This is an optimization exercise on Yosys and OpenROAD, whose aim is small area, not a production implementation. In this exercise RTL edits were held to simulation tests only and were not proved equivalent to the original. No activity file was given, so power comes from the tool's default toggle rates.

north:
==> flow/design.v (excerpt) <==
module uart_core (
    input  wire        clk,
    input  wire        rst_n,
    input  wire [15:0] i_divisor,
    input  wire [1:0]  i_num_bit_data,
    input  wire        i_parity_en,
    input  wire        i_parity_type,
    input  wire [7:0]  i_cpu_txd,
    input  wire        i_tx_wr,
    output wire        o_tx_full,
    output wire [7:0]  o_cpu_rxd,
    input  wire        i_rx_rd,
    output wire        o_rx_empty,
    output wire        o_parity_err,
    output wire        o_pedev_txd,
    input  wire        i_pedev_rxd,
    input  wire        i_cts_n,
    output wire        o_rts_n
);
    wire       tx_tick, rx_tick;
    wire       tx_bit;
    wire [2:0] tx_bit_sel;
    wire       tx_fifo_empty;
    wire       tx_done_tick;
    wire [7:0] rx_data_out;
    wire       rx_done_tick;
    baud_gen u_baud_gen (
        .clk(clk), .rst_n(rst_n), .i_divisor(i_divisor),
        .rx_tick(rx_tick), .tx_tick(tx_tick)
    );
    fifo u_tx_fifo (
        .clk(clk), .rst_n(rst_n),
        .i_wr_en(i_tx_wr), .i_wr_data(i_cpu_txd),
        .i_rd_en(tx_done_tick), .o_rd_data(), .i_bit_sel(tx_bit_sel), .o_rd_bit(tx_bit),
        .o_full(o_tx_full), .o_almost_full(), .o_empty(tx_fifo_empty)
    );
    uart_tx u_uart_tx (
        .clk(clk), .rst_n(rst_n), .tx_tick(tx_tick),
        .i_num_bit_data(i_num_bit_data), .i_parity_en(i_parity_en),
        .i_parity_type(i_parity_type),
        .i_data_bit(tx_bit), .o_bit_sel(tx_bit_sel), .i_tx_start(!tx_fifo_empty), .o_tx_done(tx_done_tick),
        .i_cts_n(i_cts_n), .o_tx_serial(o_pedev_txd)
    );
    uart_rx u_uart_rx (
        .clk(clk), .rst_n(rst_n), .rx_tick(rx_tick),
        .i_num_bit_data(i_num_bit_data), .i_parity_en(i_parity_en),
        .i_parity_type(i_parity_type), .i_rx_serial(i_pedev_rxd),
        .o_data(rx_data_out), .o_rx_done(rx_done_tick), .o_parity_err(o_parity_err)
  ...
Size in the first run: ~740 cells after synthesis.
clock: 20.0 ns
lec_check: 0
cap_margin: 20
core_margin: 2
core_utilization: 65
slew_margin: 20
standard.sh (not shown) runs the stock make flow with config.mk's settings and CLKGATE_MAP_FILE= SYNTH_SCRIPT=/design/flow/synth_recipe.tcl, a recipe that flattens the netlist after the stock synthesis.
==> flow/flow/run.sh <==
#!/bin/bash
# Standard layout with smaller port buffers and a clock tree without dummy loads.
set -euo pipefail
export BUFFER_PORTS_ARGS="-buffer_cell sky130_fd_sc_hd__buf_1"
export CTS_ARGS="-sink_clustering_enable -repair_clock_nets -dont_use_dummy_load -buf_list {sky130_fd_sc_hd__clkbuf_16} -sink_clustering_size 30 -sink_clustering_max_diameter 60"
bash standard.sh > standard.log 2>&1
north | status: complete | timing, DRC, antenna: pass
diff inputs: north => south
==> flow/flow/run.sh <==
#!/bin/bash
# Standard layout with smaller port buffers and a clock tree without dummy loads.
set -euo pipefail
export BUFFER_PORTS_ARGS="-buffer_cell sky130_fd_sc_hd__buf_1"
export CTS_ARGS="-sink_clustering_enable -repair_clock_nets -dont_use_dummy_load -buf_list {sky130_fd_sc_hd__clkbuf_8} -sink_clustering_size 22 -sink_clustering_max_diameter 40"
bash standard.sh > standard.log 2>&1
[summary]
- Status: endpoint required time on the critical path parity (south, north)
- For sequential share of layout area, south and north come out practically identical.
- On signed area change from the synthesized netlist to the final layout, south tracks north almost exactly.
- Relative to north, net switching fraction of the power increased by 0.40 points in south.
- Reported for south and north, well tap count turned out identical to the last digit.
- Diff north -> south: wire length shows an increase of 64 um; power consumption shows a reduction of 0.69%; worst setup margin shows no meaningful change.
- south and north ended up with nearly the same ratio of final minimum period to clock period.
- south against north: worst slack on hold paths comparable, design area comparable.
> inputs changed (south -> east)
==> flow/flow/run.sh <==
#!/bin/bash
# Standard layout with smaller port buffers and a clock tree without dummy loads.
set -euo pipefail
export BUFFER_PORTS_ARGS="-buffer_cell sky130_fd_sc_hd__buf_1"
export CTS_ARGS="-sink_clustering_enable -repair_clock_nets -dont_use_dummy_load -buf_list {sky130_fd_sc_hd__clkbuf_8} -sink_clustering_size 18 -sink_clustering_max_diameter 60"
bash standard.sh > standard.log 2>&1
==> summary.txt <==
Changes observed in east relative to south: hold slack climbed 0.0061 ns, first-iteration DRC count went up by about 22%, power saw a decrease, number of cells on the worst hold path closely matched the old numbers. Number of buffers added by the clock tree synthesis step for east: about 40% down relative to south. In the flow results for east and south, the relative area change from synthesis to final layout is smaller on east. Changes observed in east relative to south: net switching power went down, count of non-filler cells in the finished layout went down, total non-filler cell area in the finished layout went down. On worst setup slack, south tracks east almost exactly. south -> east: fmax flat.

* * *

uart_core, a different RTL version from the one above (not shown whole).
For scale: about 710 cells after synthesis, roughly 310 flip-flops, ~47 I/O pins.
clock: 20.0 ns
lec_check: 0
cap_margin: 20
core_margin: 2
core_utilization: 65
slew_margin: 20
==> flow/flow/run.sh <==
#!/bin/bash
# Standard layout with smaller port buffers, a clock tree without dummy
# loads, and logic cells downsized to the smallest drive after floorplan.
set -euo pipefail
export BUFFER_PORTS_ARGS="-buffer_cell sky130_fd_sc_hd__buf_1"
export CTS_ARGS="-sink_clustering_enable -repair_clock_nets -dont_use_dummy_load -buf_list {sky130_fd_sc_hd__clkbuf_8} -sink_clustering_size 18 -sink_clustering_max_diameter 60"
export ORFS_RESULTS="$PWD/orfs/results/$FLOW_PLATFORM/uart_core/base"
bash standard.sh floorplan > standard_floorplan.log 2>&1
openroad -no_init -exit flow/downsize.tcl > downsize.log 2>&1
bash standard.sh > standard.log 2>&1
==> flow/flow/downsize.tcl <==
# Replace logic cells that synthesis gave a larger drive strength than
# needed by the smallest variant of the same function; placement's
# repair_design later buffers any net that then needs it.
set results $::env(ORFS_RESULTS)
read_db $results/2_floorplan.odb
read_liberty $::env(FLOW_HOME)/platforms/sky130hd/lib/sky130_fd_sc_hd__tt_025C_1v80.lib
set n 0
set saved 0
foreach inst [get_cells *] {
  set ref [get_property $inst ref_name]
  if {![regexp {^(sky130_fd_sc_hd__\w+)_(\d+)$} $ref -> base drv]} continue
  if {$drv <= 1} continue
  if {[regexp {clkbuf|clkinv|tap|decap|fill|conb} $base]} continue
  set a0 [get_property [get_lib_cells */$ref] area]
  foreach d {0 1} {
    set cand [get_lib_cells -quiet */${base}_$d]
    if {[llength $cand] == 0} continue
    set a1 [get_property $cand area]
    if {$a1 < $a0} {
      puts "[get_full_name $inst] $ref -> ${base}_$d"
      replace_cell $inst $cand
      incr n
      set saved [expr {$saved + $a0 - $a1}]
      break
    }
  }
}
puts "downsized $n cells, [format %.1f $saved] um2"
write_db $results/2_floorplan.odb
==> next run, changes <==
==> flow/flow/run.sh (replaced) <==
#!/bin/bash
# Standard layout with smaller port buffers and a clock tree without dummy loads.
set -euo pipefail
export BUFFER_PORTS_ARGS="-buffer_cell sky130_fd_sc_hd__buf_1"
export CTS_ARGS="-sink_clustering_enable -repair_clock_nets -dont_use_dummy_load -buf_list {sky130_fd_sc_hd__clkbuf_8} -sink_clustering_size 18 -sink_clustering_max_diameter 60"
bash standard.sh > standard.log 2>&1
removed: flow/flow/downsize.tcl
Outcome: Maximum frequency is about the same. Total power drops by 0.71%. Via count went down by 0.61%. Non-clock buffer count came out lower by 2. Global-route usage came out lower by 0.42 points. Utilization barely changes. Die area stays the same.
==> next run, changes <==
==> flow/flow/run.sh (replaced) <==
#!/bin/bash
# Standard layout with smaller port buffers and a clock tree without dummy loads.
set -euo pipefail
export BUFFER_PORTS_ARGS="-buffer_cell sky130_fd_sc_hd__buf_1"
export CTS_ARGS="-sink_clustering_enable -repair_clock_nets -dont_use_dummy_load -buf_list {sky130_fd_sc_hd__clkbuf_8} -sink_clustering_size 20 -sink_clustering_max_diameter 70"
bash standard.sh > standard.log 2>&1
Outcome: The changed run produced a clean layout. Routed wire length stays flat. Critical path depth stays the same. Non-clock buffer count is unchanged. Sequential share of layout area rose by 0.28 points. Final cell count fell slightly. Combinational power barely changes. Cell area fell slightly. Worst setup slack stays flat.

## separate check: timing with driven ports
No port has a modelled driver above. Below, the same layouts with a new extraction and two added sets of constraints.
Step 1 assumes that a clkbuf_16 drives the clock port and a buf_2 every other input.
Step 2, shift: input delay + t, output delay - t, t = (earliest + latest rising clock arrival at the registers) / 2. This alone moves slack from input paths to output paths.
a / b / c = ideal ports / drivers / drivers and shift; a / b = the first two.
run | t, ns | slack for setup (ns) | worst hold slack (ns) | clock arrival spread, ns | worst data-port slew with drivers (ns)
north | 0.551 | 11.366 / 11.347 / 11.347 | 0.358 / 0.358 / 0.358 | 0.029 / 0.029 | 0.03
south | 0.542 | 11.366 / 11.347 / 11.347 | 0.356 / 0.356 / 0.356 | 0.056 / 0.056 | 0.03
east | 0.566 | 11.365 / 11.345 / 11.345 | 0.362 / 0.362 / 0.362 | 0.027 / 0.027 | 0.03
the first run of note 2 | 0.567 | 11.374 / 11.353 / 11.353 | 0.340 / 0.340 / 0.340 | 0.072 / 0.071 | 0.06
the second run of note 2 | 0.565 | 11.359 / 11.337 / 11.337 | 0.363 / 0.363 / 0.363 | 0.043 / 0.043 | 0.06
the third run of note 2 | 0.557 | 11.359 / 11.337 / 11.337 | 0.365 / 0.365 / 0.365 | 0.030 / 0.030 | 0.06
After both steps every run listed still meets setup and hold.
